Background: an optimization exercise with open tools, aiming at small area, a short achievable clock period and few clock cycles per item. Do not read the settings as production practice. Power figures rest on the tool's default switching activity, not on a simulated workload.

## MyDesign
module MyDesign (
  input   wire dut_run,
  output  wire dut_busy,
  input   wire reset_b,
  input   wire clk,
  output wire        input_sram_write_enable,
  output wire [11:0] input_sram_write_addresss,
  output wire [15:0] input_sram_write_data,
  output reg  [11:0] input_sram_read_address,
  input  wire [15:0] input_sram_read_data,
  output wire        output_sram_write_enable,
  output reg  [11:0] output_sram_write_addresss,
  output wire [15:0] output_sram_write_data,
  output wire [11:0] output_sram_read_address,
  input  wire [15:0] output_sram_read_data,
  output wire        scratchpad_sram_write_enable,
  output wire [11:0] scratchpad_sram_write_addresss,
  output wire [15:0] scratchpad_sram_write_data,
  output wire [11:0] scratchpad_sram_read_address,
  input  wire [15:0] scratchpad_sram_read_data,
  output wire        weights_sram_write_enable,
  output wire [11:0] weights_sram_write_addresss,
  output wire [15:0] weights_sram_write_data,
  output wire [11:0] weights_sram_read_address,
  input  wire [15:0] weights_sram_read_data
);
  assign input_sram_write_enable   = 1'b0;
  assign input_sram_write_addresss = 12'd0;
  assign input_sram_write_data     = 16'd0;
  reg        busy;                
  reg        run;                 
  reg        av;                  
  reg  [2:0] wcnt;                
  reg  [3:0] endsr;               
  wire       start = dut_run & ~busy;
  reg        pv, ph;
  reg  [5:0] pr;
  reg  [4:0] pj;
  reg  [6:0] nreg;
  wire [4:0] cmask = {nreg[6], |nreg[6:5], |nreg[6:4], |nreg[6:3], |nreg[6:2]};
  wire [5:0] rmask = {nreg[6], |nreg[6:5], |nreg[6:4], |nreg[6:3], |nreg[6:2], |nreg[6:1]};
  wire       lastcol = (pj == cmask);
  wire       lastrow = (pr == rmask);
  reg  [15:0] XR, XRp, XA, XAp, XB, XBp;
  ...
For scale: roughly 4400 cells after synthesis, ~680 flip-flops, ~230 I/O pins, roughly 0.052 mm^2 of cells after synthesis.
export LEC_CHECK = 0
export CAP_MARGIN = 70
export CORE_MARGIN = 2
export CORE_UTILIZATION = 70
export CTS_CLUSTER_DIAMETER = 150
export CTS_CLUSTER_SIZE = 25
export SLEW_MARGIN = 70
export SYNTH_HIERARCHICAL = 1
create_clock -name core_clock -period 12.0 [get_ports {clk}]
standard.sh (not shown) runs the stock make flow with config.mk's settings and CLKGATE_MAP_FILE= SYNTH_SCRIPT=/design/flow/synth_recipe.tcl, a recipe that flattens the netlist after the stock synthesis.
==> flow/flow/run.sh <==
#!/bin/bash
# The standard layout (the standard.sh, standard synthesis unchanged), with
# the port buffers inserted by buffer_ports made from buf_2 cells instead of
# the default choice. Each tool's output goes to ORFS's own logs under orfs/;
# this script's output goes to run_flow.log.
set -euo pipefail
export BUFFER_PORTS_ARGS="-buffer_cell sky130_fd_sc_hd__buf_2"
bash standard.sh > run_flow.log 2>&1
Then changed:
- CAP_MARGIN: 70 -> 50
- CORE_UTILIZATION: 70 -> 80
- SLEW_MARGIN: 70 -> 50
What happened: Via count increases by 0.96%. Count of clock-buffer cells in the layout decreases by 3. Synthesized cell count does not change. Utilization increases by 8.6 points.
No functional check of the RTL was part of any run of this note.


Another version of the RTL of MyDesign (not shown whole).
Size: ~530 flip-flops, roughly 230 I/O pins, ~0.047 mm2 of cells after synthesis.
make LEC_CHECK=0 CAP_MARGIN=70 CORE_MARGIN=2 CORE_UTILIZATION=60 SLEW_MARGIN=70 SYNTH_HIERARCHICAL=1 finish   # period 12.0 ns
run.sh (not shown) runs the stock make flow with config.mk's settings and CLKGATE_MAP_FILE= SYNTH_SCRIPT=/design/flow/synth_recipe.tcl, a recipe that flattens the netlist after the stock synthesis.
Stock flow here: none of the scripts above is used.
The baseline completed with no timing, DRC or antenna violations.
==> next run, changes <==
- CTS_BUF_LIST: unset -> sky130_fd_sc_hd__clkbuf_4 sky130_fd_sc_hd__clkbuf_8
Via count grows by 0.79%.
Die area does not change.
Global-route usage came out higher by 0.19 points.
Power increases by 0.43%.
Worst hold slack gains 4.5 ps.
Maximum frequency hardly moves.
Routed wire length increases by 0.40%.
Area after synthesis is unchanged.
No run of this note included a check of the RTL's function; only the layout flow was run.


Another version of the RTL of MyDesign (not shown whole).
Size: about 4,400 cells after synthesis, about 730 flip-flops, about 0.053 mm^2 of cells after synthesis.
Design MyDesign, start of the top module:
module MyDesign (
  input   wire dut_run,
  output  wire dut_busy,
  input   wire reset_b,
  input   wire clk,
  output wire        input_sram_write_enable,
  output wire [11:0] input_sram_write_addresss,
  output wire [15:0] input_sram_write_data,
  output reg  [11:0] input_sram_read_address,
  input  wire [15:0] input_sram_read_data,
  output wire        output_sram_write_enable,
  output reg  [11:0] output_sram_write_addresss,
  output wire [15:0] output_sram_write_data,
  output wire [11:0] output_sram_read_address,
  input  wire [15:0] output_sram_read_data,
  output wire        scratchpad_sram_write_enable,
  output wire [11:0] scratchpad_sram_write_addresss,
  output wire [15:0] scratchpad_sram_write_data,
  output wire [11:0] scratchpad_sram_read_address,
  input  wire [15:0] scratchpad_sram_read_data,
  output wire        weights_sram_write_enable,
  output wire [11:0] weights_sram_write_addresss,
  output wire [15:0] weights_sram_write_data,
  output wire [11:0] weights_sram_read_address,
  input  wire [15:0] weights_sram_read_data
);
  assign input_sram_write_enable   = 1'b0;
  ...
==> flow/config.mk <==
export PLATFORM = sky130hd
export DESIGN_NAME = MyDesign
export DESIGN_NICKNAME = MyDesign
export VERILOG_FILES = /design/flow/design.v
export SDC_FILE = /design/flow/constraint.sdc
export NUM_CORES = 4
export LEC_CHECK = 0
export CAP_MARGIN = 50
export CORE_MARGIN = 2
export CORE_UTILIZATION = 60
export CTS_CLUSTER_DIAMETER = 150
export CTS_CLUSTER_SIZE = 25
export SLEW_MARGIN = 50
export SYNTH_HIERARCHICAL = 1
==> flow/constraint.sdc <==
create_clock -name core_clock -period 12.0 [get_ports {clk}]
set_input_delay 2.4000 -clock core_clock [delete_from_list [all_inputs] [get_ports {clk}]]
set_output_delay 2.4000 -clock core_clock [all_outputs]
set_load 0.01 [all_outputs]
standard.sh (not shown) runs the stock make flow with config.mk's settings and CLKGATE_MAP_FILE= SYNTH_SCRIPT=/design/flow/synth_recipe.tcl, a recipe that flattens the netlist after the stock synthesis.
Scripts as last shown in full above: flow/flow/run.sh
==> next run, changes <==
CAP_MARGIN = 70   (was 50)
CORE_UTILIZATION = 70   (was 60)
SLEW_MARGIN = 70   (was 50)
Outcome: Wire length is lower by 3.5%. Hold slack is about the same. Power stays flat. Area after synthesis does not change. Die area is lower by about 14%. Register-to-register slack improved by 0.13 ns. Non-clock buffer count is higher by 97. Global-route usage is higher by 3.8 points. Worst setup slack improved by 0.13 ns. Synthesized cell count is unchanged. Cell count is lower by 1.6%.
==> next run, changes <==
CORE_UTILIZATION = 60   (was 70)
=>
- sequential share of layout area went down by 0.18 points
- total power is about the same
- wire length went up by a few percent
- synthesized cell count stays the same
- hold slack barely changes
- die area went up by about a fifth
- count of clock-buffer cells in the layout does not change
- final area went up slightly
- non-clock buffer count went up by 17
Function was not checked in any run of this note: the RTL went through the layout flow alone.

-- separate check: timing with driven ports --
Ports are ideal in the flow. The routed layouts listed here were re-timed in OpenROAD. Step 1: set_driving_cell puts a clkbuf_16 on clk and a buf_2 on each other input, an assumption about the parent block. Step 2, shift: input delay + t, output delay - t, t = (earliest + latest rising clock arrival at the registers) / 2. This alone moves slack from input paths to output paths. Three values: ideal ports, drivers, drivers and shift; two values: the first two.
run | t, ns | setup slack, ns | hold slack, ns | slew at the worst register clock pin (ns)
the first run of note 1 | 0.712 | 8.285 / 8.285 / 8.285 | 0.336 / 0.336 / 0.336 | 0.11 / 0.11
the second run of note 1 | 0.734 | 8.305 / 8.305 / 8.305 | 0.327 / 0.327 / 0.327 | 0.12 / 0.12
the first run of note 2 | 0.721 | 7.257 / 7.257 / 7.257 | 0.322 / 0.322 / 0.322 | 0.08 / 0.08
the second run of note 2 | 0.768 | 7.249 / 7.249 / 7.249 | 0.327 / 0.327 / 0.327 | 0.07 / 0.07
the first run of note 3 | 0.674 | 8.186 / 8.186 / 8.186 | 0.331 / 0.331 / 0.331 | 0.11 / 0.11
the second run of note 3 | 0.665 | 8.316 / 8.316 / 8.316 | 0.333 / 0.333 / 0.333 | 0.11 / 0.11
the third run of note 3 | 0.665 | 8.186 / 8.186 / 8.186 | 0.331 / 0.331 / 0.331 | 0.11 / 0.11
After both steps setup and hold are still met in every run listed.
